This is an optimization exercise on Yosys and OpenROAD, whose aim is small area, not a production implementation. At most, simulation tests tie the RTL to the original design; equivalence was not proved. For runs 6 and 7, only the layout was checked, not whether the RTL still works. The flow treats the clock pin as an ideal source, which a real chip does not have. No activity file was given, so power comes from the tool's default toggle rates.

**flow/abc_area_map.script**
```
strash
balance
rewrite
refactor
balance
rewrite
rewrite -z
balance
refactor -z
rewrite -z
balance
dch -f
amap
topo
```
**standard.sh**
```bash
#!/bin/bash
# synth_recipe.tcl (not shown) runs the flow's synth.tcl, then flattens the netlist and writes it again
# the make line also repeats each setting of config.mk as NAME=value (left out here)
make -C /OpenROAD-flow-scripts/flow DESIGN_CONFIG=/design/flow/config.mk WORK_HOME=/design/flow/orfs CLKGATE_MAP_FILE= SYNTH_SCRIPT=/design/flow/synth_recipe.tcl "${@:-finish}"
```
**flow/clock_tree.tcl**
```tcl
# PRE_CTS_TCL hook: a clock tree built by hand, in place of TritonCTS's.
# The clock port drives CLK_LEAVES (default 4) clock buffers (CLK_LEAF_BUF,
# default buf_12), through a root buffer CLK_ROOT_BUF if one is named
# (default none). Each leaf sits at the centre of a group of flip-flops
# (split by position into equal groups) and drives that group's clock pins.
# The cts step's detailed placement then legalizes the buffers.
proc build_clock_tree {} {
  set nleaf [expr {[info exists ::env(CLK_LEAVES)] ? $::env(CLK_LEAVES) : 4}]
  set master_name [expr {[info exists ::env(CLK_LEAF_BUF)] ? $::env(CLK_LEAF_BUF) : "sky130_fd_sc_hd__buf_12"}]
  set db [ord::get_db]
  set block [ord::get_db_block]
  set master [$db findMaster $master_name]
  set root_name [expr {[info exists ::env(CLK_ROOT_BUF)] ? $::env(CLK_ROOT_BUF) : "none"}]
  set clk_port [sta::get_property [lindex [all_clocks] 0] sources]
  set clk_name [get_full_name $clk_port]
  set clk_net [$block findNet $clk_name]
  set sinks {}
  foreach it [$clk_net getITerms] {
    lappend sinks [list $it {*}[[$it getInst] getLocation]]
  }
  # split into groups of close flip-flops: sort by x, cut into columns,
  # then sort each column by y and cut into rows
  set ncol [expr {$nleaf >= 4 ? 2 : 1}]
  if {$nleaf >= 8} { set ncol [expr {$nleaf / 4}] }
  set nrow [expr {$nleaf / $ncol}]
  set sinks [lsort -integer -index 1 $sinks]
  set n [llength $sinks]
  set groups {}
  for {set c 0} {$c < $ncol} {incr c} {
    set col [lrange $sinks [expr {$c * $n / $ncol}] [expr {($c + 1) * $n / $ncol - 1}]]
    set col [lsort -integer -index 2 $col]
    set m [llength $col]
    for {set r 0} {$r < $nrow} {incr r} {
      lappend groups [lrange $col [expr {$r * $m / $nrow}] [expr {($r + 1) * $m / $nrow - 1}]]
    }
  }
  # root buffer at the centre of all flip-flops (none: the port drives the leaves)
  if {$root_name eq "none"} {
    set root_net $clk_net
  } else {
  set sx 0; set sy 0
  foreach s $sinks { incr sx [lindex $s 1]; incr sy [lindex $s 2] }
  set root [odb::dbInst_create $block [$db findMaster $root_name] "clkroot"]
  set root_net [odb::dbNet_create $block "clknet_root"]
  $root_net setSigType CLOCK
  [$root findITerm A] connect $clk_net
  [$root findITerm X] connect $root_net
  $root setLocation [expr {$sx / $n}] [expr {$sy / $n}]
  $root setPlacementStatus PLACED
  }
  set i 0
  foreach g $groups {
    set sx 0; set sy 0
    foreach s $g { incr sx [lindex $s 1]; incr sy [lindex $s 2] }
    set cx [expr {$sx / [llength $g]}]
    set cy [expr {$sy / [llength $g]}]
    set inst [odb::dbInst_create $block $master "clkleaf_$i"]
    set net [odb::dbNet_create $block "clknet_leaf_$i"]
    $net setSigType CLOCK
    [$inst findITerm A] connect $root_net
    [$inst findITerm X] connect $net
    foreach s $g {
      set it [lindex $s 0]
      $it disconnect
      $it connect $net
    }
    $inst setLocation $cx $cy
    $inst setPlacementStatus PLACED
    incr i
  }
  puts "build_clock_tree: [llength $groups] leaf buffers ($master_name) for $n clock pins"
}
build_clock_tree
# the tree is complete: keep clock_tree_synthesis from adding to it
set skip {}
foreach n [[ord::get_db_block] getNets] { if {[$n getSigType] eq "CLOCK"} { lappend skip [$n getName] } }
set_cts_config -skip_nets $skip
puts "clock nets left to clock_tree_synthesis: none ([llength $skip] skipped)"
```
**design.v**
```verilog
`timescale 1ns / 1ps
module Allocator
	#(parameter MODEL_ADDR_WIDTH=10, MODEL_DATA_WIDTH=18, MODEL_LOC_SIZE=1024,
					WEIGHT_ADDR_WIDTH=11, WEIGHT_DATA_WIDTH=9, WEIGHT_LOC_SIZE=2048,
					TENSOR_ADDR_WIDTH=9, TENSOR_DATA_WIDTH=36, TENSOR_LOC_SIZE=512)
	(input clk_11MHz, input resetn,
	output reg [7:0] N,
	output reg [7:0] M,
	output reg mm_ena,
	output mm_wea,
	output [MODEL_ADDR_WIDTH-1:0] mm_addra,
	output [MODEL_DATA_WIDTH-1:0] mm_dla,
	output wm_ena_0, wm_ena_1, wm_ena_2, wm_ena_3, wm_ena_4, wm_ena_5, wm_ena_6, wm_ena_7,
	output wm_wea_0, wm_wea_1, wm_wea_2, wm_wea_3, wm_wea_4, wm_wea_5, wm_wea_6, wm_wea_7,
	output [WEIGHT_ADDR_WIDTH-1:0] wm_addra_0,
	output [WEIGHT_ADDR_WIDTH-1:0] wm_addra_1,
	output [WEIGHT_ADDR_WIDTH-1:0] wm_addra_2,
	output [WEIGHT_ADDR_WIDTH-1:0] wm_addra_3,
	output [WEIGHT_ADDR_WIDTH-1:0] wm_addra_4,
	output [WEIGHT_ADDR_WIDTH-1:0] wm_addra_5,
	output [WEIGHT_ADDR_WIDTH-1:0] wm_addra_6,
	output [WEIGHT_ADDR_WIDTH-1:0] wm_addra_7,
	output [WEIGHT_DATA_WIDTH-1:0] wm_dla_0,
	output [WEIGHT_DATA_WIDTH-1:0] wm_dla_1,
	output [WEIGHT_DATA_WIDTH-1:0] wm_dla_2,
	output [WEIGHT_DATA_WIDTH-1:0] wm_dla_3,
	output [WEIGHT_DATA_WIDTH-1:0] wm_dla_4,
	output [WEIGHT_DATA_WIDTH-1:0] wm_dla_5,
	output [WEIGHT_DATA_WIDTH-1:0] wm_dla_6,
	output [WEIGHT_DATA_WIDTH-1:0] wm_dla_7,
	output tm_ena,
	output tm_wea,
	output [TENSOR_ADDR_WIDTH-1:0] tm_addra,
	output [TENSOR_DATA_WIDTH-1:0] tm_dla,
	input [7:0] RxData,
	input valid,
	output start_sig,
	output reg [3:0] StateLED
	);
	reg [1:0] t;
	reg [2:0] p;
	reg [7:0]  C;        
	reg [7:0]  D;        
	reg [23:0] img;      
	reg [15:0] L;        
	reg        rowdone;  
	reg [15:0] rowcnt;   
	reg [10:0] acline;   
	reg        we;       
	reg        lv;       
	wire ctrl   = (t == 2'b00);
	wire model  = (t == 2'b01);
	wire wgt    = (t == 2'b10);
	wire image  = (t == 2'b11);
	wire plast  = (p == 3'd7);
	wire FF     = (RxData == 8'hFF);
	wire Waiting = ctrl & ~p[0] & ~p[1];
	wire FType   = ctrl & p[0];
	wire Nnum    = model & (p == 3'd0);
	wire Mnum    = wgt & (p == 3'd0);
	wire ReadW   = wgt & (p == 3'd5);
	wire ReadImg = image & ~p[1];
	function [16:0] inc16(input [15:0] x);
		integer k;
		reg c;
		begin
			c = 1'b1;
			for (k = 0; k < 16; k = k + 1) begin
				inc16[k] = x[k] ^ c;
				c = c & x[k];
			end
			inc16[16] = c;
		end
	endfunction
	function [15:0] dec16(input [15:0] x);
		integer k;
		reg b;
		begin
			b = 1'b1;
			for (k = 0; k < 16; k = k + 1) begin
				dec16[k] = x[k] ^ b;
				b = b & ~x[k];
			end
		end
	endfunction
	function [10:0] inc11(input [10:0] x, input ci);
		integer k;
		reg c;
		begin
			c = ci;
			for (k = 0; k < 11; k = k + 1) begin
				inc11[k] = x[k] ^ c;
				c = c & x[k];
			end
		end
	endfunction
	wire [16:0] Cinc17 = inc16({8'd0, C});
	wire [7:0]  Cinc = Cinc17[7:0];
	wire [9:0]  ibyte = {acline[1:0], C};    
	wire [16:0] Hinc17 = inc16({8'd0, img[7:0]});
	wire [7:0]  Hinc = Hinc17[7:0];
	wire [16:0] Linc = inc16(L);
	wire [16:0] Lnext = rowdone ? 17'd1 : Linc;    
	wire [15:0] COL  = {img[15:8], img[23:16]};
	wire rowend  = (Lnext == {1'b0, COL});
	wire lastrow = (rowcnt == 16'd1);
	wire mend    = (&C[7:0]) & (&img[7:0]);
	wire iend    = (ibyte == 10'd782);
	assign mm_wea = mm_ena;
	assign mm_addra = {acline[7:0], ~(p[2] ^ p[1]), p[2] & ~p[1]};
	assign mm_dla = {2'b00, img[23:16], D};
	wire [2:0] lane = L[2:0] - 3'd1;
	wire [7:0] wsel = {8{we}} & (8'd1 << lane);
	assign {wm_ena_7, wm_ena_6, wm_ena_5, wm_ena_4, wm_ena_3, wm_ena_2, wm_ena_1, wm_ena_0} = wsel;
	assign {wm_wea_7, wm_wea_6, wm_wea_5, wm_wea_4, wm_wea_3, wm_wea_2, wm_wea_1, wm_wea_0} = wsel;
	assign wm_addra_0 = acline; assign wm_addra_1 = acline;
	assign wm_addra_2 = acline; assign wm_addra_3 = acline;
	assign wm_addra_4 = acline; assign wm_addra_5 = acline;
	assign wm_addra_6 = acline; assign wm_addra_7 = acline;
	assign wm_dla_0 = {1'b0, D}; assign wm_dla_1 = {1'b0, D};
	assign wm_dla_2 = {1'b0, D}; assign wm_dla_3 = {1'b0, D};
	assign wm_dla_4 = {1'b0, D}; assign wm_dla_5 = {1'b0, D};
	assign wm_dla_6 = {1'b0, D}; assign wm_dla_7 = {1'b0, D};
	assign tm_ena = lv & image & ibyte[1] & ibyte[0] & ~(ibyte[9] & ibyte[8] & ibyte[4]);
	assign tm_wea = tm_ena;
	assign start_sig = lv & image & p[1];
	assign tm_addra = {1'b0, ibyte[9:2]};
	assign tm_dla = {4'b0000, D, img};
	reg [1:0] nt;
	reg [2:0] np;
	always @(*) begin
		nt = t; np = p + 3'd1;
		if (plast) begin
			nt = 2'b00; np = FF ? 3'd0 : 3'd2;
		end else case (t)
		2'b00: begin
			if (p[1]) np = 3'd0;
			else if (p[0]) begin
				if (RxData == 8'h01) begin nt = 2'b01; np = 3'd0; end
				else if (RxData == 8'h02) begin nt = 2'b10; np = 3'd0; end
				else if (RxData == 8'h03) begin nt = 2'b11; np = 3'd1; end
				else np = 3'd2;
			end else np = FF ? 3'd1 : 3'd0;
		end
		2'b01: if (p == 3'd6) np = mend ? 3'd7 : 3'd1;
		2'b10: if (p == 3'd5) np = (rowend && lastrow) ? (mend ? 3'd7 : 3'd1) : 3'd5;
		2'b11: np = iend ? 3'd7 : 3'd1;
		endcase
	end
	always @(posedge clk_11MHz) begin
		if (~resetn) begin
			t <= 2'b00; p <= 3'd0;
			N <= 0; M <= 0; StateLED <= 0;
			mm_ena <= 0; we <= 0;
		end else begin
			mm_ena <= valid && model && !p[0] && p != 3'd0;
			we <= valid && (ReadW || (we && !plast));
			if (valid) begin
				t <= nt; p <= np;
				if (Nnum) N <= RxData;
				if (Mnum) M <= RxData;
				if (FType) StateLED[3] <= 0;
				if (image && plast && FF) StateLED[3] <= 1;
				if (model) StateLED[0] <= !(plast && FF);
				if (wgt) StateLED[1] <= !(plast && FF);
				if (image) StateLED[2] <= !(plast && FF);
			end
		end
	end
	always @(posedge clk_11MHz) begin
		lv <= valid;
		if (valid) begin
			if (ReadW || !we) D <= RxData;
			if (!ReadW) img[23:8] <= {wgt ? RxData : D, img[23:16]};
			if (wgt || model) begin
				if (p == 3'd0) img[7:0] <= 8'hFF;
				else if (p == 3'd1 && (&C[7:0])) img[7:0] <= Hinc;
			end else img[7:0] <= img[15:8];
			if (FType) C <= 8'hFF;
			else if (Nnum || Mnum) C <= ~RxData;
			else if (p == 3'd1 && !ctrl) C <= Cinc;
			if (FType) acline <= 11'h7FF;
			else if (ReadW) acline <= inc11(acline, rowdone || L[2:0] == 3'd0);
			else if ((ReadImg && (&C)) || (model && p == 3'd1)) acline <= inc11(acline, 1'b1);
			if (ReadW) L <= Lnext[15:0];
			rowdone <= !ReadW || rowend;
			if (wgt && p == 3'd1) rowcnt[15:8] <= RxData;
			else if (wgt && p == 3'd2) rowcnt[7:0] <= RxData;
			else if (ReadW && rowend && rowcnt != 16'd0) rowcnt <= dec16(rowcnt);
		end
	end
endmodule
```
**config.mk**
```make
export PLATFORM = sky130hd
export DESIGN_NAME = Allocator
export DESIGN_NICKNAME = Allocator
export VERILOG_FILES = /design/flow/design.v
export SDC_FILE = /design/flow/constraint.sdc
export NUM_CORES = 4
export LEC_CHECK = 0
export ABC_AREA = 1
export CAP_MARGIN = 20
export CORE_MARGIN = 2
export CORE_UTILIZATION = 55
export CTS_BUF_LIST = sky130_fd_sc_hd__clkbuf_4
export GPL_TIMING_DRIVEN = 0
export SLEW_MARGIN = 20
```
**constraint.sdc**
```tcl
create_clock -name core_clock -period 5.0 [get_ports {clk_11MHz}]
set_input_delay 1.0000 -clock core_clock [delete_from_list [all_inputs] [get_ports {clk_11MHz}]]
set_output_delay 1.0000 -clock core_clock [all_outputs]
set_load 0.01 [all_outputs]
```
**flow/remove_buffers.tcl**
```tcl
# PRE_GLOBAL_PLACE_TCL hook: with GPL_TIMING_DRIVEN 0, global_place.tcl does
# not remove synthesis's buffers itself, so remove them here, before the
# ports get their buffers.
remove_buffers
```
**flow/run.sh**
```bash
#!/bin/bash
# The standard layout (standard.sh) with these changes:
#  - synthesis maps the logic with ABC's area mapper (flow/abc_area_map.script)
#    and without Yosys's half/full-adder extraction; registers, the synth
#    options and the flatten/rename steps are the standard flow's own (synth_recipe.tcl)
#  - each port's buffer is the smallest buffer cell
#  - the clock tree is four buf_12, each driving a quarter of the
#    flip-flops (flow/clock_tree.tcl, run as ORFS's PRE_CTS_TCL hook)
set -euo pipefail
here=$PWD
export AREA_ABC_SCRIPT=$here/flow/abc_area_map.script
{
  cat <<'TCL'
# use the area script for the technology mapping call of synth.tcl
proc abc {args} {
  set i [lsearch -exact $args -script]
  if {$i >= 0} { lset args [expr {$i + 1}] $::env(AREA_ABC_SCRIPT) }
  yosys abc {*}$args
}
TCL
  cat synth_recipe.tcl
} > area_synth.tcl
sed -e "s#SYNTH_SCRIPT=[^ ]*#SYNTH_SCRIPT=$here/area_synth.tcl ADDER_MAP_FILE=#" standard.sh > area_standard.sh
grep -q "SYNTH_SCRIPT=$here/area_synth.tcl" area_standard.sh
export BUFFER_PORTS_ARGS="-buffer_cell sky130_fd_sc_hd__buf_1"
export CTS_ARGS="-sink_clustering_enable -repair_clock_nets -buf_list sky130_fd_sc_hd__clkbuf_4 -dont_use_dummy_load"
export PRE_CTS_TCL=$here/flow/clock_tree.tcl
export PRE_GLOBAL_PLACE_TCL=$here/flow/remove_buffers.tcl
bash area_standard.sh > standard_flow.log 2>&1
```
==> results.yml, run 1 <==
status:
  status: "finished clean"
flow_run:
  drv_cap: 0
route:
  drt_pass1_iterations: 5
  dr.first_iter.drc_count: 432
  vias: 5323
  via_per_inst: 5.41
  wl_per_cell_um: 16.9
  drc: 0
  wl_um: 16600
  drtAntennaViolNets: 0
final_layout:
  n_antenna_cell: 0
  final_common_cell: "buf_1"
  fillers: 1132
  drive_gt1_share_pct: 2.99
  seqCellArea_mm2: 0.00308
  synthToLayoutAreaGrowth_pct: -0.742
  fin_util_pct: 55.8
  final_cell_mix: "buf_1 (269), nor2_1 (108), edfxtp_1 (84)"
  stdcell_count: 984
  multi_input_area_mm2: 0.00212
  nets: 850
setup_path:
  critPathMaxFanout: 4
  cp.required_ns: 5.04
  worst_setup_path_end_kind: "flop"
  reg2reg_slack_ns: 0.15
  worstSetupPathType: "flop to flop"
  path_cells: "buf_4 -> nor2_4 -> nor3_1 -> or2_0 -> a211o_1 -> or4_1 -> or4_1 -> a2111o_1 -> a2111o_1 -> nor3_2 -> clkinv_2 -> or4b_4 -> nor3_2 -> nor2_1 -> o221a_1 -> o2111ai_1 -> o21a_1 -> nor2_1"
  slowest_stage: "or4b_4"
  crit_family: "simple AND/OR/NAND/NOR gates"
  path_buf_inv: 2
  cp.arrival_ns: 4.88
  critPathMaxStageDelay_ns: 0.56
  cp-start-kind: "flop"
placement:
  place_congestion: 0.919
  hpwl_um: 12500
  dp.cells: 976
  port_buffers: 269
timing:
  max_freq_mhz: 206
  hold_viol: 0
  hold_slack_ns: 0.506
  finClkSkew_ns: 0.00995
  worstMarginPinSlew_ns: 0.955
  finalSetupViolations: 0
  period_minus_slack_ns: 4.85
  rsz0062_at_grt: "yes"
  max_slew_margin_pct: 36.0
  fin_crit_sh_pct: 96.9
  finalSetupTns_ns: 0
  finalMaxSlewViolations: 0
floorplan:
  die_x_um: 115
  start_util_pct: 56.2
  ios: 285
  die_h_um: 115
  core_mm2: 0.0120
  rows: 40
  die-area_mm2: 0.0132
clock_network:
  cts_hold_buf: 0
  clkTransAtPathRegs_ns: 0.11
  insertion_delay_ns: 0.15
global_routing:
  grt_usage_pct: 23.4
  grt_pass1_wl_um: 24500
  overflow: 0
  grt_pass1_vias: 4438
  antenna_found_initial: 0
  grt_start_max_net_pins: 29
synthesis:
  synth_edf_count: 84
  syn_area_per_cell_um2: 9.08
  synth_seq_area_share_pct: 45.7
  synth_seq_cells: 112
  netlist_instances: 743
  synthesis.area_mm2: 0.00675
  yosys_warnings: 1
  yosysUniqueCellTypes: 42
  async_flop_share_pct: 0
  synth_ff_type: "edfxtp_1"
pwr:
  p_per_area_mw_per_mm2: 226
  finalPower_mw: 1.52
  power_leakage_nw: 2.22
  ir_drop_mv: 0.203
hold_path:
  hp-class: "flop to flop"
power by group:
part           internal [mW]  switching [mW]  leakage [nW]
Clock                  0.131           0.234        0.0376
Combinational         0.0320          0.0835          1.18
Sequential              1.01          0.0266          1.01
final cells by class:
cell class | count | share of cell area (%)
flip-flops and latches | 112 | 46.0
multi-input cells | 400 | 31.7
repair buffers | 274 | 15.6
well taps | 147 | 2.75
inverters | 47 | 2.69
plain buffers | 4 | 1.20
final timing paths:
path | startpoint | end | cells after the start
setup reg to reg | L[1] | p[2] | 18
hold / removal | StateLED[1] | StateLED[1] | 2
hold reg to reg | StateLED[1] | StateLED[1] | 2
setup / recovery | L[1] | p[2] | 18
per-layer routing:
| metal | share of wire (%) | GRT usage (%) |
|---|---|---|
| met1 | 43 | 33.2 |
| met4 | 2.4 | 4.58 |
| met3 | 6.0 | 1.37 |
| met5 | 0 | 0 |
| met2 | 49 | 40.2 |
worst register-to-register path, stage by stage, from the launching register on:
cell       delay (ns)
edfxtp_1         0.45
buf_4            0.17
nor2_4           0.14
nor3_1           0.09
or2_0            0.22
a211o_1          0.26
or4_1            0.55
or4_1            0.53
a2111o_1         0.37
a2111o_1         0.36
nor3_2           0.15
clkinv_2         0.13
or4b_4           0.56
nor3_2           0.12
nor2_1           0.05
o221a_1          0.22
o2111ai_1        0.17
o21a_1           0.15
nor2_1           0.04
Yosys cell counts (2+ instances only):
library cell	count	area [um2]
nor3_1	31	155
a21oi_1	49	245
buf_4	198	1490
or4b_1	2	20.0
nand2_1	35	131
a31oi_1	4	25.0
clkinv_1	47	176
and2_0	5	31.3
nor2_1	113	424
dfxtp_1	28	561
edfxtp_1	84	2520
a2111o_1	2	22.5
o22a_1	7	61.3
or2_0	3	18.8
o22ai_1	5	31.3
nand3_1	5	25.0
a32oi_1	3	26.3
o32ai_1	6	52.6
a211oi_1	5	37.5
o221a_1	2	22.5
nor2b_1	5	31.3
and3_1	23	144
o211ai_1	3	22.5
o21ai_0	46	230
or4_1	4	30.0
o221ai_1	7	61.3
nor4_1	6	37.5
per-stage QoR:
stage / cell area, um2 / setup slack [ns]
global route: 6700 / -0.107
CTS: 6650 / 0.00813
finish: 6700 / 0.153
floorplan: 6800 / 0.341
detailed placement: 6530 / -0.289
global placement: 6510 / -0.295
state kept, by name (all words and copies together), names as in the netlist:
| register | count |
|---|---|
| rowdone | 1 |
| StateLED | 4 |
| t | 2 |
| p | 3 |
| img | 24 |
| lv | 1 |
| rowcnt | 16 |
| acline | 11 |
| M | 8 |
| C | 8 |
| we | 1 |
| L | 16 |
| N | 8 |
| mm_ena | 1 |
| D | 8 |
kinds of logic after synthesis:
| kind of cell | after synthesis | share of synthesized area, % |
|---|---|---|
| xor+xnor | 2 | 0.260 |
| buf+inv | 245 | 24.6 |
| other cells | 1 | 0.0556 |
| simple gates | 238 | 16.2 |
| flops | 112 | 45.7 |
| compound gates | 145 | 13.2 |
what timing repair did:
action | 4_1_cts | 5_1_grt
buffers inserted | 1 | 3
endpoints found under the setup margin | 18 | 18
cloned | 0 | 0
resized for setup | 9 | 9
hold endpoints to repair | 0 | 0
pin swaps | 0 | 4
==> run 2, diff against run 1 <==
--- a/config.mk
+++ b/config.mk
@@ -8,7 +8,7 @@
 export ABC_AREA = 1
 export CAP_MARGIN = 20
 export CORE_MARGIN = 2
-export CORE_UTILIZATION = 55
+export CORE_UTILIZATION = 82
 export CTS_BUF_LIST = sky130_fd_sc_hd__clkbuf_4
 export GPL_TIMING_DRIVEN = 0
 export SLEW_MARGIN = 20
==> run 2 against run 1 <==
Area after synthesis stayed put. Hold slack worse by 0.0025 ns. Power is 0.73% lower. First-iteration DRC count is 9.5% higher. Synthesized cell count stayed put.
==> results.yml, run 2 <==
status:
  status: "finished clean"
synthesis:
  synth_top_cell_by_area: "edfxtp_1"
  synth_common_cells: "buf_4 (198), nor2_1 (113), edfxtp_1 (84)"
  netlist_instances: 743
  synthTopCellsByArea: "edfxtp_1 (37%), buf_4 (22%), dfxtp_1 (8.3%)"
  yosysUniqueCellTypes: 42
  syn_area_per_cell_um2: 9.08
  synth_top_family_by_area: "buffers and inverters"
  synth_seq_cells: 112
  synth_compound_area_share_pct: 13.2
  async_flop_share_pct: 0
  synthSimpleGateAreaFrac_pct: 16.2
  yosys_warnings: 1
  synth-xor-area-share_pct: 0.260
  synth_seq_area_share_pct: 45.7
  synth_fa_ha_area_share_pct: 0
  synth_ff_type: "edfxtp_1"
  yosysMostFrequentCell: "buf_4"
  synthesis.area_mm2: 0.00675
  netlist.area_leader.share_pct: 37.4
  synth_edf_count: 84
  synth_mux_area_share_pct: 0
clock_network:
  cts_hold_buf: 0
  insertion_delay_ns: 0.14
  clkTransAtPathRegs_ns: 0.11
timing:
  max_freq_mhz: 207
  fin_ws_ns: 0.180
  hold_viol: 0
  rsz0062_at_grt: "no"
  hold_slack_ns: 0.503
  worstMarginPinSlew_ns: 0.902
  fin_crit_sh_pct: 96.4
  finClkSkew_ns: 0.00793
  finalMaxSlewViolations: 0
  finalSetupViolations: 0
  period_minus_slack_ns: 4.82
  max_slew_margin_pct: 39.9
floorplan:
  die_h_um: 94.7
  die_x_um: 94.7
  rows: 33
  die-area_mm2: 0.00897
  ios: 285
  core_mm2: 0.00809
  start_util_pct: 83.4
route:
  via_per_inst: 5.98
  wl_um: 16700
  drt_pass1_iterations: 6
  drtAntennaViolNets: 0
  drc: 0
  dr.first_iter.drc_count: 473
  vias: 5643
  wl_per_cell_um: 17.7
setup_path:
  critPathMaxFanout: 4
  reg2reg_from: "L[0]"
  startpoint: "L[0]"
  path_cells: "clkinv_2 -> nor2_4 -> inv_4 -> nor2_4 -> a211oi_4 -> xor2_1 -> a211o_1 -> or4_1 -> or4_1 -> a2111o_1 -> a2111o_1 -> nor3_2 -> inv_2 -> or4b_4 -> nor3_4 -> nor2_1 -> o221a_1 -> o2111ai_2 -> o21a_1 -> nor2_1"
  worstSetupPathType: "flop to flop"
  path_buf_inv: 3
  crit_family: "simple AND/OR/NAND/NOR gates"
  critPathMaxStageDelay_ns: 0.58
  cp.arrival_ns: 4.85
  slowest_stage: "or4b_4"
  worst_setup_path_end_kind: "flop"
  cp-start-kind: "flop"
  cp.required_ns: 5.03
final_layout:
  final_cell_mix: "buf_1 (269), nor2_1 (108), edfxtp_1 (84)"
  regMostFlops: "img"
  synthToLayoutAreaGrowth_pct: -0.983
  final_common_cell: "buf_1"
  fillers: 503
  drive_gt1_share_pct: 3.58
  largest_registers: "img x24, L x16, rowcnt x16"
  largest_reg_flops: 24
  nets: 852
  stdcell_count: 944
  n_antenna_cell: 0
placement:
  dp_slack_ns: -0.313
  hpwl_um: 12600
  port_buffers: 269
  dp.cells: 933
  place_congestion: 0.966
global_routing:
  grt_start_max_net_pins: 29
  overflow: 0
  antenna_found_initial: 0
  grt_pass1_wl_um: 24000
  grt_pass1_vias: 4701
  grt_usage_pct: 34.2
pwr:
  ir_drop_mv: 0.264
  power_leakage_nw: 2.23
  p_per_area_mw_per_mm2: 225
flow_run:
  drv_cap: 0
hold_path:
  hold_start: "StateLED[3]"
  hp-class: "flop to flop"
[run 2: cell types whose count changed in the layout (fill, tap and decap cells not counted), sizes merged]
cell,before,now
clkinv,44,45
inv,3,2
buf,278,280
[run 2: final timing paths]
| check | end | slack (ns) | cells past startpoint |
|---|---|---|---|
| setup reg to reg | p[2] | 0.18 | 20 |
| hold / removal | StateLED[3] | 0.50 | 2 |
| setup / recovery | p[2] | 0.18 | 20 |
| hold reg to reg | StateLED[3] | 0.50 | 2 |
[run 2: kinds of logic (layout without fill, tap and decap cells)]
family,after synthesis,after routing
other cells,1,15
simple gates,238,238
flops,112,112
compound gates,145,145
buf+inv,245,327
xor+xnor,2,2
[run 2: layer usage]
metal	share of wire [%]	up-vias	track usage (%)	wire length, um
met3	11	66	4.31	1810
met1	35	2594	44.7	5860
met4	4.2	0	12.6	702
met5	0	-	0	0
li1	-	2578	-	-
met2	50	405	58.7	8340
[run 2: worst register-to-register path, cell delays in order, from the launching register on]
cell and delay, ns:
edfxtp_1 0.44, clkinv_2 0.12, nor2_4 0.17, inv_4 0.07
nor2_4 0.15, a211oi_4 0.06, xor2_1 0.15, a211o_1 0.26
or4_1 0.52, or4_1 0.51, a2111o_1 0.31, a2111o_1 0.36
nor3_2 0.13, inv_2 0.08, or4b_4 0.58, nor3_4 0.12
nor2_1 0.06, o221a_1 0.26, o2111ai_2 0.18, o21a_1 0.14
nor2_1 0.03
[run 2: area by class of cell]
cell class	instances	area, um2	share of cell area, %
inverter	47	180	2.70
timing repair buffer	276	1060	15.9
buffer	4	80.1	1.20
tap	105	131	1.97
sequential	112	3080	46.1
multi-input combinational	400	2150	32.1
[run 2: repair_timing]
action	in CTS	in global routing
gates cloned	0	0
gates resized for setup	8	12
setup buffers	3	4
setup endpoints to repair	18	18
pin swaps	1	8
[run 2: per-stage QoR]
step	utilization, %	instance area [um2]	total power [mW]	setup TNS, ns
2_1_floorplan	-	6800	1.16	0
3_3_place_gp	79.8	6460	1.16	-0.275
3_5_place_dp	79.9	6470	1.17	-0.465
4_1_cts	81.5	6600	1.43	0
5_1_grt	82.6	6680	1.54	0
6_report	82.6	6680	1.50	0
[run 2: power breakdown]
part | leakage [nW] | total, mW | internal (mW) | switching (mW)
Clock | 0.0376 | 0.354 | 0.131 | 0.224
Sequential | 1.01 | 1.03 | 1.01 | 0.0252
Combinational | 1.18 | 0.117 | 0.0319 | 0.0847
Total | 2.23 | 1.50 | 1.17 | 0.334
==> run 3, diff against run 2 <==
--- a/config.mk
+++ b/config.mk
@@ -8,7 +8,7 @@
 export ABC_AREA = 1
 export CAP_MARGIN = 20
 export CORE_MARGIN = 2
-export CORE_UTILIZATION = 82
+export CORE_UTILIZATION = 70
 export CTS_BUF_LIST = sky130_fd_sc_hd__clkbuf_4
 export GPL_TIMING_DRIVEN = 0
 export SLEW_MARGIN = 20
==> run 3 against run 2 <==
Critical endpoint unchanged. Combinational power about the same. Clock skew shrank 0.0014 ns. Via count fell by 2.9%. Highest routed layer unchanged.
==> results.yml, run 3 <==
final_layout:
  final_common_cell: "buf_1"
  final_cell_mix: "buf_1 (269), nor2_1 (108), edfxtp_1 (84)"
  drive_gt1_share_pct: 3.11
  synthToLayoutAreaGrowth_pct: -1.02
  stdcell_count: 965
  fillers: 707
  nets: 849
  largest_reg_flops: 24
  largest_registers: "img x24, L x16, rowcnt x16"
  regMostFlops: "img"
  n_antenna_cell: 0
pwr:
  ir_drop_mv: 0.193
  p_per_area_mw_per_mm2: 226
  power_leakage_nw: 2.22
synthesis:
  synthTopCellsByArea: "edfxtp_1 (37%), buf_4 (22%), dfxtp_1 (8.3%)"
  yosysUniqueCellTypes: 42
  synth_edf_count: 84
  yosys_warnings: 1
  synth_seq_cells: 112
  synth_common_cells: "buf_4 (198), nor2_1 (113), edfxtp_1 (84)"
  synth_top_cell_by_area: "edfxtp_1"
  netlist.area_leader.share_pct: 37.4
  synthesis.area_mm2: 0.00675
  async_flop_share_pct: 0
  syn_area_per_cell_um2: 9.08
  synth_seq_area_share_pct: 45.7
  netlist_instances: 743
  yosysMostFrequentCell: "buf_4"
  synth_ff_type: "edfxtp_1"
floorplan:
  start_util_pct: 72.7
  rows: 35
  ios: 285
  core_mm2: 0.00928
  die-area_mm2: 0.0104
  die_h_um: 102
  die_x_um: 102
clock_network:
  insertion_delay_ns: 0.14
  cts_hold_buf: 0
  clkTransAtPathRegs_ns: 0.11
setup_path:
  worst_setup_path_end_kind: "flop"
  cp.arrival_ns: 4.86
  worstSetupPathType: "flop to flop"
  critPathMaxFanout: 4
  cp-start-kind: "flop"
  cp.required_ns: 5.04
placement:
  place_congestion: 0.952
  hpwl_um: 12000
  dp.cells: 957
  port_buffers: 269
route:
  vias: 5478
  via_per_inst: 5.68
  wl_um: 16100
  drc: 0
  dr.first_iter.drc_count: 367
  wl_per_cell_um: 16.7
  drt_pass1_iterations: 6
  drtAntennaViolNets: 0
global_routing:
  grt_pass1_vias: 4489
  grt_usage_pct: 28.3
  grt_pass1_wl_um: 23300
  overflow: 0
  antenna_found_initial: 0
  grt_start_max_net_pins: 29
timing:
  finalSetupViolations: 0
  finalMaxSlewViolations: 0
  hold_slack_ns: 0.514
  fin_crit_sh_pct: 96.3
  finClkSkew_ns: 0.00650
  max_slew_margin_pct: 36.9
  worstMarginPinSlew_ns: 0.942
  hold_viol: 0
  period_minus_slack_ns: 4.82
  max_freq_mhz: 208
hold_path:
  hp-class: "flop to flop"
flow_run:
  drv_cap: 0
status:
  status: "finished clean"
==> run 3: worst max-delay path: stages (launching register included) <==
cell       delay, ns
edfxtp_1        0.44
clkinv_2        0.12
nor2_4          0.16
inv_4           0.07
nor2_4          0.13
and3_4          0.21
nor2_1          0.05
nor3_2          0.22
a21oi_1         0.10
or4_1           0.40
or4_1           0.53
a2111o_1        0.36
a2111o_1        0.36
nor3_2          0.14
inv_2           0.08
or4b_4          0.55
nor3_2          0.12
nor2_1          0.07
o221a_1         0.26
o2111ai_2       0.17
o21a_1          0.14
nor2_1          0.03
==> run 3: kinds of logic after synthesis <==
family | share of synthesized area (%)
compound gates | 13.2
xor+xnor | 0.260
buf+inv | 24.6
flops | 45.7
other cells | 0.0556
simple gates | 16.2
==> run 3: what timing repair did <==
item | in CTS | in global routing
pin swaps | 1 | 3
buffers inserted | 1 | 3
resized for setup | 9 | 10
setup endpoints to repair | 2 | 18
cloned | 0 | 0
==> run 3: area by class of cell <==
class	instances	area [um2]	area share, %
tap	129	161	2.42
timing repair buffer	273	1040	15.6
buffer	4	80.1	1.20
multi-input combinational	400	2130	32.0
inverter	47	181	2.72
sequential	112	3080	46.2
==> run 3: stage by stage <==
| stage | cell area (um2) | utilization (%) | total power, mW | setup WS [ns] | TNS [ns] |
|---|---|---|---|---|---|
| after floorplan | 6800 | - | 1.16 | 0.341 | 0 |
| after global placement | 6490 | 69.9 | 1.17 | -0.253 | -0.363 |
| after detailed placement | 6500 | 70.0 | 1.17 | -0.255 | -0.382 |
| after CTS | 6610 | 71.2 | 1.43 | 0.0311 | 0 |
| after global routing | 6680 | 72.0 | 1.56 | -0.0590 | -0.0590 |
| final | 6680 | 72.0 | 1.51 | 0.184 | 0 |
==> run 3: power by group <==
part,switching [mW],internal [mW]
logic,0.0836,0.0320
registers,0.0251,1.01
clock network,0.233,0.131
==> run 3: routing by layer <==
metal  routed length [um]  GRT usage, %  vias up  part of all wire (%)
li1                     -             -     2575                     -
met1                 6300          39.2     2543                    39
met2                 8130          49.8      332                    51
met3                 1310          1.92       28                   8.2
met4                  333          5.33        0                   2.1
met5                    0             0        -                     0
==> run 3: path summary, 6_finish.rpt <==
check,startpoint,end,slack [ns],cells after the start
max,L[0],p[2],0.18,21
min,StateLED[1],StateLED[1],0.51,2
max reg2reg,L[0],p[2],0.18,21
min reg2reg,StateLED[1],StateLED[1],0.51,2
==> run 4, diff against run 3 <==
--- a/design.v
+++ b/design.v
@@ -102,7 +102,7 @@
 	wire [16:0] Linc = inc16(L);
 	wire [16:0] Lnext = rowdone ? 17'd1 : Linc;    
 	wire [15:0] COL  = {img[15:8], img[23:16]};
-	wire rowend  = (Lnext == {1'b0, COL});
+	wire rowend  = rowdone ? (COL == 16'd1) : (Linc == {1'b0, COL});    
 	wire lastrow = (rowcnt == 16'd1);
 	wire mend    = (&C[7:0]) & (&img[7:0]);
 	wire iend    = (ibyte == 10'd782);
==> run 4 against run 3 <==
Sequential cell count did not move. Die area rose by 0.34%. Sequential share of layout area grew 0.23 points. Largest cell class unchanged. Area after synthesis rose by 0.35%. First-iteration DRC count down 21%. Sequential power hardly changed. Cell area down 0.51%. Combinational power barely moved. Via count decreased by 3.1%. Utilization decreased by 0.70 points. Maximum frequency is 0.47% higher. Power shrank 0.44%.
==> results.yml, run 4 <==
timing:
  worstMarginPinSlew_ns: 0.938
  max_freq_mhz: 209
  fin_crit_sh_pct: 95.9
  finClkSkew_ns: 0.0117
  finalSetupViolations: 0
  period_minus_slack_ns: 4.79
  hold_viol: 0
  finalMaxSlewViolations: 0
  fin_ws_ns: 0.207
  max_slew_margin_pct: 37.5
  finalSetupTns_ns: 0
placement:
  place_congestion: 0.909
  dp.cells: 969
  hpwl_um: 11600
  dp_slack_ns: -0.204
  port_buffers: 269
final_layout:
  drive_gt1_share_pct: 2.01
  largest_registers: "img x24, L x16, rowcnt x16"
  multi_input_area_mm2: 0.00211
  largest_reg_flops: 24
  final_cell_mix: "buf_1 (269), nor2_1 (114), edfxtp_1 (84)"
  nets: 857
  regMostFlops: "img"
  final_common_cell: "buf_1"
  stdcell_count: 973
  seqCellArea_mm2: 0.00308
  n_antenna_cell: 0
  fillers: 763
  fin_util_pct: 71.3
  synthToLayoutAreaGrowth_pct: -1.87
setup_path:
  cp.required_ns: 4.80
  slowest_stage: "or4_1"
  path_cells: "clkinv_1 -> nor2_2 -> inv_2 -> nor2_2 -> nor2_1 -> nor3_2 -> a21oi_1 -> or4_1 -> or4_1 -> or4_1 -> a2111oi_2 -> o21ai_1 -> nor3_1 -> nor4b_1 -> nor2_1 -> nor2_2"
  worst_setup_path_end_kind: "flop"
  cp-start-kind: "flop"
  critPathMaxFanout: 8
  worstSetupPathType: "flop to flop"
  cp.arrival_ns: 4.59
  critPathMaxStageDelay_ns: 0.58
floorplan:
  core_mm2: 0.00933
  die-area_mm2: 0.0105
  die_h_um: 102
  ios: 285
  start_util_pct: 72.6
  rows: 35
  die_x_um: 102
pwr:
  p_per_area_mw_per_mm2: 227
  ir_drop_mv: 0.285
  finalPower_mw: 1.51
  power_leakage_nw: 2.17
synthesis:
  netlist_instances: 754
  synth_top_cell_by_area: "edfxtp_1"
  syn_area_per_cell_um2: 8.98
  synthTopCellsByArea: "edfxtp_1 (37%), buf_4 (22%), dfxtp_1 (8.3%)"
  yosys_warnings: 1
  async_flop_share_pct: 0
  netlist.area_leader.share_pct: 37.2
  yosysUniqueCellTypes: 40
  synth_seq_area_share_pct: 45.5
  yosysMostFrequentCell: "buf_4"
  synth_common_cells: "buf_4 (198), nor2_1 (120), edfxtp_1 (84)"
  synthesis.area_mm2: 0.00677
  synth_seq_cells: 112
  synth_ff_type: "edfxtp_1"
  synth_edf_count: 84
route:
  drtAntennaViolNets: 0
  drc: 0
  wl_um: 15200
  drt_pass1_iterations: 5
  dr.first_iter.drc_count: 290
  vias: 5309
  wl_per_cell_um: 15.6
  via_per_inst: 5.46
global_routing:
  grt_pass1_wl_um: 22000
  grt_pass1_vias: 4426
  grt_start_max_net_pins: 29
  overflow: 0
  antenna_found_initial: 0
  grt_usage_pct: 26.4
flow_run:
  drv_cap: 0
status:
  status: "finished clean"
clock_network:
  clkTransAtPathRegs_ns: 0.11
  cts_setup_buffers: 0
  insertion_delay_ns: 0.15
hold_path:
  hp-class: "flop to flop"
run 4: cell count changes after synthesis, sizes merged, moves of 3 or more:
cell,previous run,this run
or4,4,7
nor2,113,120
nand2,35,32
or2,3,6
clkinv,47,50
a21oi,49,55
o21ai,46,49
run 4: where the power goes:
| group | internal [mW] | switching, mW | leakage (nW) |
|---|---|---|---|
| combinational | 0.0324 | 0.0859 | 1.13 |
| clock | 0.131 | 0.226 | 0.0376 |
| sequential | 1.01 | 0.0229 | 1.01 |
| total | 1.17 | 0.335 | 2.17 |
run 4: final timing paths:
check | slack [ns] | depth (start not counted) | endpoint | startpoint
min | 0.53 | 2 | StateLED[2] | StateLED[2]
min reg2reg | 0.53 | 2 | StateLED[2] | StateLED[2]
max | 0.21 | 16 | rowcnt[15] | L[1]
max reg2reg | 0.21 | 16 | rowcnt[15] | L[1]
run 4: logic make-up (layout without fill, tap and decap cells):
logic type,after synthesis,count (layout),share of synthesized area [%]
and+or+nand+nor,245,245,16.6
AOI/OAI and AO/OA,147,147,13.0
xor gates and xnor gates,1,1,0.129
other,1,15,0.0554
buffers and inverters,248,324,24.7
DFF,112,112,45.5
run 4: routing by layer:
metal / wire (um) / vias to the layer above / global-route usage (%)
met3: 1060 / 19 / 1.98
met5: 0 / - / 0
met2: 7540 / 241 / 45.0
li1: - / 2613 / -
met4: 259 / 0 / 4.41
met1: 6370 / 2436 / 38.0
run 4: what timing repair did:
| action | 4_1_cts | 5_1_grt |
|---|---|---|
| gates cloned | 0 | 0 |
| hold buffers | 0 | 0 |
| hold endpoints to repair | 0 | 0 |
| setup endpoints to repair | 16 | 18 |
| gates resized for setup | 3 | 9 |
run 4: layout make-up:
cell class / instances / area share, %
inverters: 50 / 2.82
multi-input cells: 408 / 31.8
flip-flops and latches: 112 / 46.4
plain buffers: 4 / 1.20
well taps: 129 / 2.43
repair buffers: 270 / 15.4
run 4: critical path: cells and delay by family, from the launching register on:
family	cells	cell delay, ns
AND/OR/NAND/NOR	11	3.31
flip-flops	1	0.41
buffers and inverters	2	0.20
AO/OA/AOI/OAI	3	0.53
run 4: metrics by stage:
stage / area (um2) / hold WS [ns]
finish: 6650 / 0.528
global route: 6650 / 0.546
CTS: 6620 / 0.512
detailed placement: 6530 / 0.504
global placement: 6510 / 0.505
floorplan: 6830 / 0.525
==> run 5, diff against run 4 <==
--- a/flow/run.sh
+++ b/flow/run.sh
@@ -6,6 +6,8 @@
 #  - each port's buffer is the smallest buffer cell
 #  - the clock tree is four buf_12, each driving a quarter of the
 #    flip-flops (flow/clock_tree.tcl, run as ORFS's PRE_CTS_TCL hook)
+#  - the outputs that are constant share synthesis's one tie cell
+#    (SKIP_REPAIR_TIE_FANOUT) instead of getting a tie cell each
 set -euo pipefail
 here=$PWD
 export AREA_ABC_SCRIPT=$here/flow/abc_area_map.script
@@ -26,4 +28,5 @@
 export CTS_ARGS="-sink_clustering_enable -repair_clock_nets -buf_list sky130_fd_sc_hd__clkbuf_4 -dont_use_dummy_load"
 export PRE_CTS_TCL=$here/flow/clock_tree.tcl
 export PRE_GLOBAL_PLACE_TCL=$here/flow/remove_buffers.tcl
+export SKIP_REPAIR_TIE_FANOUT=1
 bash area_standard.sh > standard_flow.log 2>&1
==> run 5 against run 4 <==
Still clean on timing, DRC and antenna. Synthesized cell count did not move. Clock power about the same. Die area unchanged. Sequential share of layout area rose by 0.18 points. Area after synthesis did not move. First-iteration DRC count is 23% higher. Utilization decreased by 0.27 points. Clock skew decreased by 0.0047 ns. Combinational power about the same. Power decreased by 0.12%. Critical path type unchanged. Largest cell class unchanged.
==> results.yml, run 5 <==
final_layout:
  seqCellArea_mm2: 0.00308
  synthToLayoutAreaGrowth_pct: -2.24
  regMostFlops: "img"
  multi_input_area_mm2: 0.00206
  largest_reg_flops: 24
  nets: 845
  fillers: 768
  final_common_cell: "buf_1"
  drive_gt1_share_pct: 2.28
  n_antenna_cell: 0
  final_cell_mix: "buf_1 (269), nor2_1 (113), edfxtp_1 (84)"
  largest_registers: "img x24, L x16, rowcnt x16"
  design_area_mm2: 0.00662
synthesis:
  async_flop_share_pct: 0
  yosysMostFrequentCell: "buf_4"
  synth_ff_type: "edfxtp_1"
  synth_top_cell_by_area: "edfxtp_1"
  synth_edf_count: 84
  yosys_warnings: 1
  synth_seq_cells: 112
  syn_area_per_cell_um2: 8.98
  netlist.area_leader.share_pct: 37.2
  synthTopCellsByArea: "edfxtp_1 (37%), buf_4 (22%), dfxtp_1 (8.3%)"
  synthesis.area_mm2: 0.00677
  synth_common_cells: "buf_4 (198), nor2_1 (120), edfxtp_1 (84)"
  yosysUniqueCellTypes: 40
  netlist_instances: 754
  synth_seq_area_share_pct: 45.5
timing:
  fin_ws_ns: 0.328
  fin_crit_sh_pct: 93.4
  hold_viol: 0
  worstMarginPinSlew_ns: 0.957
  rsz0062_at_grt: "no"
  finalSetupViolations: 0
  hold_slack_ns: 0.539
  max_freq_mhz: 214
  max_slew_margin_pct: 36.2
  finalMaxSlewViolations: 0
  finClkSkew_ns: 0.00703
  period_minus_slack_ns: 4.67
  finalSetupTns_ns: 0
global_routing:
  grt_pass1_wl_um: 22100
  grt_start_max_net_pins: 29
  grt_pass1_vias: 4447
  overflow: 0
  grt_usage_pct: 26.4
  antenna_found_initial: 0
setup_path:
  slowest_stage: "or4_1"
  cp.arrival_ns: 4.75
  cp-start-kind: "flop"
  path_buf_inv: 2
  worst_setup_path_end_kind: "flop"
  cp.required_ns: 5.08
  critPathMaxStageDelay_ns: 0.57
  path_cells: "clkinv_1 -> nor2_2 -> inv_2 -> nor2_2 -> nor2_1 -> nor3_2 -> a21oi_1 -> or4_1 -> or4_1 -> or4_1 -> a2111oi_2 -> o21ai_1 -> or4_1 -> nor2_2 -> nor2_1 -> nor4_1 -> nor4_1 -> nor2_1 -> a22oi_1 -> nor2_1"
  critPathMaxFanout: 4
  crit_family: "simple AND/OR/NAND/NOR gates"
  worstSetupPathType: "flop to flop"
route:
  wl_per_cell_um: 15.7
  drtAntennaViolNets: 0
  via_per_inst: 5.48
  drc: 0
  vias: 5267
  drt_pass1_iterations: 5
  dr.first_iter.drc_count: 357
  wl_um: 15100
pwr:
  p_per_area_mw_per_mm2: 227
  ir_drop_mv: 0.266
  power_leakage_nw: 2.14
floorplan:
  rows: 35
  die_x_um: 102
  die-area_mm2: 0.0105
  start_util_pct: 72.6
  ios: 285
  core_mm2: 0.00933
  die_h_um: 102
placement:
  hpwl_um: 11600
  dp_slack_ns: -0.255
  place_area_mm2: 0.00647
  place_congestion: 0.912
  port_buffers: 269
clock_network:
  clkTransAtPathRegs_ns: 0.11
  insertion_delay_ns: 0.14
  cts_hold_buf: 0
status:
  status: "finished clean"
flow_run:
  drv_cap: 0
hold_path:
  hp-class: "flop to flop"
## run 5: path summary, 6_finish.rpt
check | startpoint | endpoint | slack [ns] | depth (start not counted)
worst max-delay path | L[0] | p[1] | 0.33 | 20
worst min-delay path | StateLED[2] | StateLED[2] | 0.54 | 2
worst max register to register | L[0] | p[1] | 0.33 | 20
worst min register to register | StateLED[2] | StateLED[2] | 0.54 | 2
## run 5: worst reg2reg max path, delay by kind of cell (launching register included)
kind,cells,cell delay (ns)
buffers and inverters,2,0.21
flip-flops,1,0.41
AO/OA/AOI/OAI,4,0.65
AND/OR/NAND/NOR,14,3.34
## run 5: power breakdown
part           internal (mW)  switching (mW)  leakage, nW
Clock                  0.131           0.226       0.0376
Sequential              1.01          0.0208         1.01
Combinational         0.0317          0.0866         1.10
## run 5: final cells by class
cell class                      count  area share [%]
Tap cell                          129            2.44
Sequential cell                   112            46.6
Inverter                           50            2.83
Buffer                              4            1.21
Timing Repair Buffer              272            15.8
Multi-Input combinational cell    394            31.2
## run 5: cells by family (layout without fill, tap and decap cells)
group           Yosys count  count (layout)  synth area share (%)
other cells               1               1                0.0554
xor+xnor                  1               1                 0.129
compound gates          147             147                  13.0
flops                   112             112                  45.5
simple gates            245             245                  16.6
buf+inv                 248             326                  24.7
## run 5: repair_timing
action	4_1_cts	5_1_grt
pin swaps	0	0
resized for setup	5	8
setup endpoints to repair	17	18
setup buffers	0	2
## run 5: routing by layer
layer	share of wire, %	up-vias	GRT usage (%)
met2	49	245	44.3
met4	2.2	0	5.44
met1	42	2414	37.7
li1	-	2583	-
met3	7.1	25	2.53
met5	0	-	0
## run 5: per-stage QoR
stage,util [%],std cells,total power [mW]
global placement,69.2,954,1.17
CTS,70.5,959,1.43
finish,71.0,961,1.50
detailed placement,69.4,955,1.17
floorplan,-,754,1.16
global route,71.0,961,1.55
==> run 6, diff against run 5 <==
--- a/design.v
+++ b/design.v
@@ -43,7 +43,7 @@
 	reg [7:0]  D;        
 	reg [23:0] img;      
 	reg [15:0] L;        
-	reg        rowdone;  
+	reg [2:0]  lane;     
 	reg [15:0] rowcnt;   
 	reg [10:0] acline;   
 	reg        we;       
@@ -100,16 +100,14 @@
 	wire [16:0] Hinc17 = inc16({8'd0, img[7:0]});
 	wire [7:0]  Hinc = Hinc17[7:0];
 	wire [16:0] Linc = inc16(L);
-	wire [16:0] Lnext = rowdone ? 17'd1 : Linc;    
 	wire [15:0] COL  = {img[15:8], img[23:16]};
-	wire rowend  = rowdone ? (COL == 16'd1) : (Linc == {1'b0, COL});    
+	wire rowend  = (Linc == {1'b0, COL});
 	wire lastrow = (rowcnt == 16'd1);
 	wire mend    = (&C[7:0]) & (&img[7:0]);
 	wire iend    = (ibyte == 10'd782);
 	assign mm_wea = mm_ena;
 	assign mm_addra = {acline[7:0], ~(p[2] ^ p[1]), p[2] & ~p[1]};
 	assign mm_dla = {2'b00, img[23:16], D};
-	wire [2:0] lane = L[2:0] - 3'd1;
 	wire [7:0] wsel = {8{we}} & (8'd1 << lane);
 	assign {wm_ena_7, wm_ena_6, wm_ena_5, wm_ena_4, wm_ena_3, wm_ena_2, wm_ena_1, wm_ena_0} = wsel;
 	assign {wm_wea_7, wm_wea_6, wm_wea_5, wm_wea_4, wm_wea_3, wm_wea_2, wm_wea_1, wm_wea_0} = wsel;
@@ -169,6 +167,8 @@
 	end
 	always @(posedge clk_11MHz) begin
 		lv <= valid;
+		if (ReadW) lane <= L[2:0];
+		if (valid || !ReadW) L <= (ReadW && !rowend) ? Linc[15:0] : 16'd0;
 		if (valid) begin
 			if (ReadW || !we) D <= RxData;
 			if (!ReadW) img[23:8] <= {wgt ? RxData : D, img[23:16]};
@@ -180,10 +180,8 @@
 			else if (Nnum || Mnum) C <= ~RxData;
 			else if (p == 3'd1 && !ctrl) C <= Cinc;
 			if (FType) acline <= 11'h7FF;
-			else if (ReadW) acline <= inc11(acline, rowdone || L[2:0] == 3'd0);
+			else if (ReadW) acline <= inc11(acline, L[2:0] == 3'd0);
 			else if ((ReadImg && (&C)) || (model && p == 3'd1)) acline <= inc11(acline, 1'b1);
-			if (ReadW) L <= Lnext[15:0];
-			rowdone <= !ReadW || rowend;
 			if (wgt && p == 3'd1) rowcnt[15:8] <= RxData;
 			else if (wgt && p == 3'd2) rowcnt[7:0] <= RxData;
 			else if (ReadW && rowend && rowcnt != 16'd0) rowcnt <= dec16(rowcnt);
--- a/flow/run.sh
+++ b/flow/run.sh
@@ -6,8 +6,6 @@
 #  - each port's buffer is the smallest buffer cell
 #  - the clock tree is four buf_12, each driving a quarter of the
 #    flip-flops (flow/clock_tree.tcl, run as ORFS's PRE_CTS_TCL hook)
-#  - the outputs that are constant share synthesis's one tie cell
-#    (SKIP_REPAIR_TIE_FANOUT) instead of getting a tie cell each
 set -euo pipefail
 here=$PWD
 export AREA_ABC_SCRIPT=$here/flow/abc_area_map.script
@@ -28,5 +26,4 @@
 export CTS_ARGS="-sink_clustering_enable -repair_clock_nets -buf_list sky130_fd_sc_hd__clkbuf_4 -dont_use_dummy_load"
 export PRE_CTS_TCL=$here/flow/clock_tree.tcl
 export PRE_GLOBAL_PLACE_TCL=$here/flow/remove_buffers.tcl
-export SKIP_REPAIR_TIE_FANOUT=1
 bash area_standard.sh > standard_flow.log 2>&1
==> run 6 against run 5 <==
Still clean. Final cell count increased by 2.9%. Power increased by 1.3%. Hold slack got worse by 0.027 ns. Sequential cell count grew 2. Cell area grew 1.6%. Utilization is 1.2 points lower. Synthesized cell count increased by 1.3%. Routed wire length rose by 3.2%.
==> results.yml, run 6 <==
floorplan:
  die_h_um: 103
  start_util_pct: 70.9
  die_x_um: 103
  core_mm2: 0.00964
  ios: 285
  die-area_mm2: 0.0106
  rows: 36
clock_network:
  clkTransAtPathRegs_ns: 0.11
  insertion_delay_ns: 0.15
timing:
  finalSetupViolations: 0
  period_minus_slack_ns: 4.43
  rsz0062_at_grt: "no"
  worstMarginPinSlew_ns: 0.899
  finClkSkew_ns: 0.00891
  max_freq_mhz: 226
  finalSetupTns_ns: 0
  finalMaxSlewViolations: 0
  fin_crit_sh_pct: 88.6
  hold_viol: 0
  max_slew_margin_pct: 39.9
setup_path:
  setup.worst_path.end: "rowcnt[9]"
  cp.required_ns: 4.83
  reg2reg_slack_ns: 0.57
  worst_setup_path_end_kind: "flop"
  path_cells: "nand2_1 -> o21ai_0 -> nand2_1 -> o21ai_0 -> a2111oi_2 -> o211ai_1 -> a2111oi_2 -> o211ai_1 -> a211oi_2 -> o211ai_1 -> a211oi_1 -> o211a_1 -> o211ai_1 -> a211oi_1 -> nand2_1 -> a211oi_1 -> o211ai_1 -> nor3_1 -> nor2_1 -> nor2_4"
  critPathMaxFanout: 8
  reg2reg_from: "L[0]"
  reg2reg_to: "rowcnt[9]"
  r2r.worst_path.cells: 20
  slowest_stage: "edfxtp_1"
  cp-start-kind: "flop"
  worstSetupPathType: "flop to flop"
  critPathMaxStageDelay_ns: 0.46
  cp.arrival_ns: 4.26
  startpoint: "L[0]"
  critPathMostFrequentCell: "o211ai_1"
status:
  status: "finished clean"
hold_path:
  hp-class: "flop to flop"
flow_run:
  drv_cap: 0
synthesis:
  synthTopCellsByArea: "edfxtp_1 (38%), buf_4 (22%), dfxtp_1 (8.2%)"
  synthesis.area_mm2: 0.00684
  syn_area_per_cell_um2: 8.95
  synth_top_cell_by_area: "edfxtp_1"
  yosysMostFrequentCell: "buf_4"
  synth_edf_count: 86
  yosysUniqueCellTypes: 37
  async_flop_share_pct: 0
  synth_seq_cells: 114
  yosys_warnings: 1
  synth_ff_type: "edfxtp_1"
  netlist.area_leader.share_pct: 37.8
  synth_common_cells: "buf_4 (198), nor2_1 (101), edfxtp_1 (86)"
  netlist_instances: 764
  synth_seq_area_share_pct: 46.0
final_layout:
  fillers: 786
  final_common_cell: "buf_1"
  final_cell_mix: "buf_1 (269), nor2_1 (97), edfxtp_1 (86)"
  stdcell_count: 989
  largest_registers: "img x24, L x16, rowcnt x16"
  drive_gt1_share_pct: 1.87
  nets: 869
  regMostFlops: "img"
  largest_reg_flops: 24
  n_antenna_cell: 0
  synthToLayoutAreaGrowth_pct: -1.59
route:
  vias: 5415
  drc: 0
  wl_per_cell_um: 15.7
  drt_pass1_iterations: 5
  dr.first_iter.drc_count: 264
  drtAntennaViolNets: 0
  wl_um: 15600
  via_per_inst: 5.48
global_routing:
  grt_usage_pct: 26.3
  antenna_found_initial: 0
  grt_start_max_net_pins: 30
  grt_pass1_wl_um: 21800
  grt_pass1_vias: 4376
  overflow: 0
pwr:
  power_leakage_nw: 2.21
  ir_drop_mv: 0.276
  p_per_area_mw_per_mm2: 227
placement:
  place_congestion: 0.907
  dp.cells: 982
  port_buffers: 269
  hpwl_um: 11700
run 6: cell count changes after synthesis, sizes merged, moves of 5 or more:
cell,delta
and3,-12
nor2,-19
nand2,+20
o21ai,+16
a21oi,-10
clkinv,+12
o211ai,+5
run 6: kinds of logic after synthesis:
family,Yosys count,synth area share (%)
buf+inv,260,25.2
flops,114,46.0
other cells,1,0.0549
compound gates,163,14.2
simple gates,226,14.6
run 6: worst min path at each step:
stage	start	to	cells after the start
finish	StateLED[1]	StateLED[1]	2
global route	StateLED[1]	StateLED[1]	2
CTS	StateLED[1]	StateLED[1]	2
detailed placement	StateLED[1]	StateLED[1]	2
global placement	StateLED[1]	StateLED[1]	2
floorplan	L[2]	lane[2]	0
run 6: metal layers:
metal / share of wire, % / GRT usage [%] / vias to the layer above
met3: 7.0 / 2.58 / 32
li1: - / - / 2634
met5: 0 / 0 / -
met2: 50 / 46.5 / 274
met4: 2.5 / 6.88 / 0
met1: 40 / 35.0 / 2475
run 6: worst max-delay path, delay by kind of cell, from the launching register on:
family             cells  cell delay, ns
DFF                    1            0.46
and+or+nand+nor        6            1.07
AOI/OAI and AO/OA     14            2.58
run 6: cell type report:
| cell class | count | area, um2 | area share, % |
|---|---|---|---|
| Inverter | 62 | 233 | 3.46 |
| Timing Repair Buffer | 272 | 1030 | 15.3 |
| Buffer | 4 | 80.1 | 1.19 |
| Tap cell | 133 | 166 | 2.47 |
| Sequential cell | 114 | 3140 | 46.7 |
| Multi-Input combinational cell | 404 | 2070 | 30.8 |
run 6: repair_timing:
action | in CTS | in global routing
resized for setup | 0 | 11
setup endpoints to repair | 0 | 34
setup buffers | 0 | 3
hold buffers | 0 | 0
run 6: power by group:
group	internal [mW]	switching [mW]
sequential	1.03	0.0235
clock	0.131	0.232
combinational	0.0301	0.0821
total	1.19	0.337
run 6: stage by stage:
| step | total power, mW | hold slack (ns) | area (um2) | setup slack (ns) | utilization (%) |
|---|---|---|---|---|---|
| after floorplan | 1.18 | 0.461 | 6890 | 1.08 | - |
| after CTS | 1.45 | 0.496 | 6670 | 0.0363 | 69.1 |
| after global routing | 1.57 | 0.524 | 6730 | 0.0187 | 69.8 |
| after global placement | 1.18 | 0.498 | 6580 | 0.194 | 68.2 |
| final | 1.52 | 0.513 | 6730 | 0.572 | 69.8 |
| after detailed placement | 1.18 | 0.496 | 6590 | 0.0958 | 68.3 |
==> run 7, diff against run 6 <==
--- a/design.v
+++ b/design.v
@@ -43,7 +43,7 @@
 	reg [7:0]  D;        
 	reg [23:0] img;      
 	reg [15:0] L;        
-	reg [2:0]  lane;     
+	reg [2:0]  lanep;    
 	reg [15:0] rowcnt;   
 	reg [10:0] acline;   
 	reg        we;       
@@ -101,13 +101,14 @@
 	wire [7:0]  Hinc = Hinc17[7:0];
 	wire [16:0] Linc = inc16(L);
 	wire [15:0] COL  = {img[15:8], img[23:16]};
-	wire rowend  = (Linc == {1'b0, COL});
+	wire rowend  = (L == COL) && (COL != 16'd0);
 	wire lastrow = (rowcnt == 16'd1);
 	wire mend    = (&C[7:0]) & (&img[7:0]);
 	wire iend    = (ibyte == 10'd782);
 	assign mm_wea = mm_ena;
 	assign mm_addra = {acline[7:0], ~(p[2] ^ p[1]), p[2] & ~p[1]};
 	assign mm_dla = {2'b00, img[23:16], D};
+	wire [2:0] lane = lanep - 3'd1;
 	wire [7:0] wsel = {8{we}} & (8'd1 << lane);
 	assign {wm_ena_7, wm_ena_6, wm_ena_5, wm_ena_4, wm_ena_3, wm_ena_2, wm_ena_1, wm_ena_0} = wsel;
 	assign {wm_wea_7, wm_wea_6, wm_wea_5, wm_wea_4, wm_wea_3, wm_wea_2, wm_wea_1, wm_wea_0} = wsel;
@@ -167,8 +168,8 @@
 	end
 	always @(posedge clk_11MHz) begin
 		lv <= valid;
-		if (ReadW) lane <= L[2:0];
-		if (valid || !ReadW) L <= (ReadW && !rowend) ? Linc[15:0] : 16'd0;
+		if (ReadW) lanep <= L[2:0];
+		if (valid || !ReadW) L <= (ReadW && !rowend) ? Linc[15:0] : 16'd1;
 		if (valid) begin
 			if (ReadW || !we) D <= RxData;
 			if (!ReadW) img[23:8] <= {wgt ? RxData : D, img[23:16]};
@@ -180,7 +181,7 @@
 			else if (Nnum || Mnum) C <= ~RxData;
 			else if (p == 3'd1 && !ctrl) C <= Cinc;
 			if (FType) acline <= 11'h7FF;
-			else if (ReadW) acline <= inc11(acline, L[2:0] == 3'd0);
+			else if (ReadW) acline <= inc11(acline, L[2:0] == 3'd1);
 			else if ((ReadImg && (&C)) || (model && p == 3'd1)) acline <= inc11(acline, 1'b1);
 			if (wgt && p == 3'd1) rowcnt[15:8] <= RxData;
 			else if (wgt && p == 3'd2) rowcnt[7:0] <= RxData;
==> run 7 against run 6 <==
Synthesized cell count is 0.39% lower. Sequential cell count stayed put. Utilization is 0.39 points lower. Die area is 0.28% higher. Register-to-register slack better by 0.09 ns. Largest power group unchanged.
==> results.yml, run 7 <==
synthesis:
  netlist_instances: 761
  synth_top_cell_by_area: "edfxtp_1"
  netlist.area_leader.share_pct: 37.7
  yosys_warnings: 1
  yosysMostFrequentCell: "buf_4"
  synth_edf_count: 86
  syn_area_per_cell_um2: 9.01
  async_flop_share_pct: 0
  synth_common_cells: "buf_4 (198), nor2_1 (103), edfxtp_1 (86)"
  synthesis.area_mm2: 0.00686
  synth_seq_area_share_pct: 45.8
  synth_ff_type: "edfxtp_1"
  synthTopCellsByArea: "edfxtp_1 (38%), buf_4 (22%), dfxtp_1 (8.2%)"
  yosysUniqueCellTypes: 42
  synth_seq_cells: 114
setup_path:
  critPathMaxStageDelay_ns: 0.80
  reg2reg_to: "acline[9]"
  r2r.worst_path.cells: 14
  critPathMaxFanout: 27
  reg2reg_slack_ns: 0.66
  path_buf_inv: 4
  slowest_stage: "nor2_1"
  crit_family: "simple AND/OR/NAND/NOR gates"
  cp.required_ns: 4.99
  reg2reg_from: "t[1]"
  cp-start-kind: "flop"
  worstSetupPathType: "flop to flop"
  worst_setup_path_end_kind: "flop"
  cp.arrival_ns: 4.33
  path_cells: "clkinv_1 -> nor2_1 -> clkinv_1 -> nor2_1 -> clkinv_1 -> a31oi_1 -> nor2b_1 -> and3_1 -> and3_1 -> and3_1 -> and3_1 -> nand2_1 -> clkinv_1 -> o21ai_0"
pwr:
  clockPowerShare_pct: 23.7
  ir_drop_mv: 0.264
  power_leakage_nw: 2.20
  finalPower_mw: 1.53
  p_comb_share_pct: 7.7
  switching_share_pct: 22.2
  power.internal_mw: 1.19
  p_switching_mw: 0.339
  p_per_area_mw_per_mm2: 228
  pwr-share-seq_pct: 68.6
route:
  dr.first_iter.drc_count: 428
  wl_um: 15300
  drt_pass1_iterations: 5
  drc: 0
  via_per_inst: 5.47
  vias: 5380
  drtAntennaViolNets: 0
  wl_per_cell_um: 15.6
timing:
  finalSetupTns_ns: 0
  period_minus_slack_ns: 4.34
  worstMarginPinSlew_ns: 0.984
  hold_slack_ns: 0.485
  rsz0062_at_grt: "no"
  finalSetupViolations: 0
  finClkSkew_ns: 0.00806
  max_slew_margin_pct: 34.4
  finalMaxSlewViolations: 0
  fin_crit_sh_pct: 86.7
  max_freq_mhz: 231
  hold_viol: 0
final_layout:
  final_cell_mix: "buf_1 (269), nor2_1 (102), edfxtp_1 (86)"
  largest_reg_flops: 24
  fillers: 841
  synthToLayoutAreaGrowth_pct: -2.43
  drive_gt1_share_pct: 0.824
  regMostFlops: "img"
  largest_registers: "img x24, L x16, rowcnt x16"
  fin_util_pct: 69.4
  nets: 863
  n_antenna_cell: 0
  final_common_cell: "buf_1"
clock_network:
  cts_hold_buf: 0
  insertion_delay_ns: 0.14
  cts_setup_buffers: 0
  cts-resized-gates: 0
  clkTransAtPathRegs_ns: 0.11
floorplan:
  ios: 285
  die_h_um: 103
  start_util_pct: 71.1
  die_x_um: 103
  core_mm2: 0.00964
  rows: 36
  die-area_mm2: 0.0106
hold_path:
  holdPathEnd: "lanep[1]"
  hp-class: "flop to flop"
  whs_path_depth: 0
  hold_start: "L[1]"
placement:
  place_congestion: 0.896
  port_buffers: 269
  hpwl_um: 11700
global_routing:
  grt_pass1_wl_um: 22300
  antenna_found_initial: 0
  overflow: 0
  grt_pass1_vias: 4369
  grt_usage_pct: 26.6
  grt_start_max_net_pins: 30
status:
  status: "finished clean"
flow_run:
  drv_cap: 0
## run 7: cell types whose count changed after synthesis, sizes merged, moves of 3 or more
cell | before | now
nand2 | 52 | 43
o21ai | 65 | 57
a21oi | 45 | 49
nand4 | 1 | 5
nor4 | 4 | 8
o22a | 6 | 2
a2111oi | 3 | 0
a211oi | 7 | 10
o211ai | 8 | 5
o22ai | 4 | 7
or2 | 4 | 1
or4 | 4 | 7
## run 7: kinds of logic (layout without fill, tap and decap cells)
family | Yosys count | in the layout | share of synthesized area, %
buffers and inverters | 258 | 333 | 25.0
and+or+nand+nor | 227 | 227 | 15.0
AOI/OAI and AO/OA | 158 | 158 | 13.7
DFF | 114 | 114 | 45.8
xor gates and xnor gates | 3 | 3 | 0.383
other | 1 | 15 | 0.0547
## run 7: layout make-up
| class | instances | area (um2) | share of cell area [%] |
|---|---|---|---|
| inverters | 60 | 225 | 3.37 |
| repair buffers | 269 | 1010 | 15.1 |
| flip-flops and latches | 114 | 3140 | 47.0 |
| multi-input cells | 403 | 2060 | 30.9 |
| well taps | 133 | 166 | 2.49 |
| plain buffers | 4 | 80.1 | 1.20 |
## run 7: worst max-delay path by stage
| stage | startpoint | cells past startpoint | to |
|---|---|---|---|
| 2_1_floorplan | t[1] | 13 | acline[10] |
| 3_3_place_gp | t[1] | 14 | acline[9] |
| 3_5_place_dp | t[1] | 14 | acline[9] |
| 4_1_cts | t[1] | 14 | acline[9] |
| 5_1_grt | t[1] | 14 | acline[9] |
| 6_report | t[1] | 14 | acline[9] |
## run 7: metrics by stage
step                      cells  instance area [um2]  setup slack (ns)
after floorplan             775                 6910              1.80
after global placement      979                 6600             0.955
after detailed placement    979                 6610             0.745
after CTS                   983                 6690             0.722
after global routing        983                 6690             0.181
final                       983                 6690             0.665
## run 7: worst reg2reg max path, delay by kind of cell, from the launching register on
family	cells	cell delay, ns
AO/OA/AOI/OAI	2	0.51
buffers and inverters	4	1.13
flip-flops	1	0.42
AND/OR/NAND/NOR	8	2.13
## run 7: routing by layer
| metal | track usage, % | up-vias | share of wire, % |
|---|---|---|---|
| li1 | - | 2629 | - |
| met1 | 39.1 | 2492 | 42 |
| met2 | 43.9 | 236 | 49 |
| met3 | 1.69 | 23 | 6.5 |
| met4 | 5.77 | 0 | 2.3 |
| met5 | 0 | - | 0 |
## run 7: power groups by stage
stage	combinational [mW]	clock (mW)	sequential, mW
global route	0.132	0.396	1.05
detailed placement	0.117	0	1.07
floorplan	0.108	0	1.07
CTS	0.117	0.266	1.07
finish	0.117	0.362	1.05
global placement	0.116	0	1.07

static timing again, ports no longer ideal:
Ports are ideal in the flow. The routed layouts listed here were re-timed in OpenROAD. Step 1: set_driving_cell puts a clkbuf_16 on clk_11MHz and a buf_2 on each other input, an assumption about the parent block. Step 2 also shifts input and output timing later by t, the mid clock arrival at the registers, as if the neighbouring blocks saw the same clock. a / b / c = no drivers / after step 1 / after step 2; a / b = the first two.
run | t (ns) | slack for setup (ns)
run 1 | 0.228 | 0.153 / 0.153 / 0.153
run 2 | 0.229 | 0.180 / 0.180 / 0.180
run 3 | 0.229 | 0.184 / 0.184 / 0.184
run 4 | 0.225 | 0.207 / 0.207 / 0.207
run 5 | 0.226 | 0.328 / 0.328 / 0.328
run 6 | 0.233 | 0.572 / 0.573 / 0.573
run 7 | 0.226 | 0.665 / 0.665 / 0.665
After both steps setup and hold are still met in every run listed.
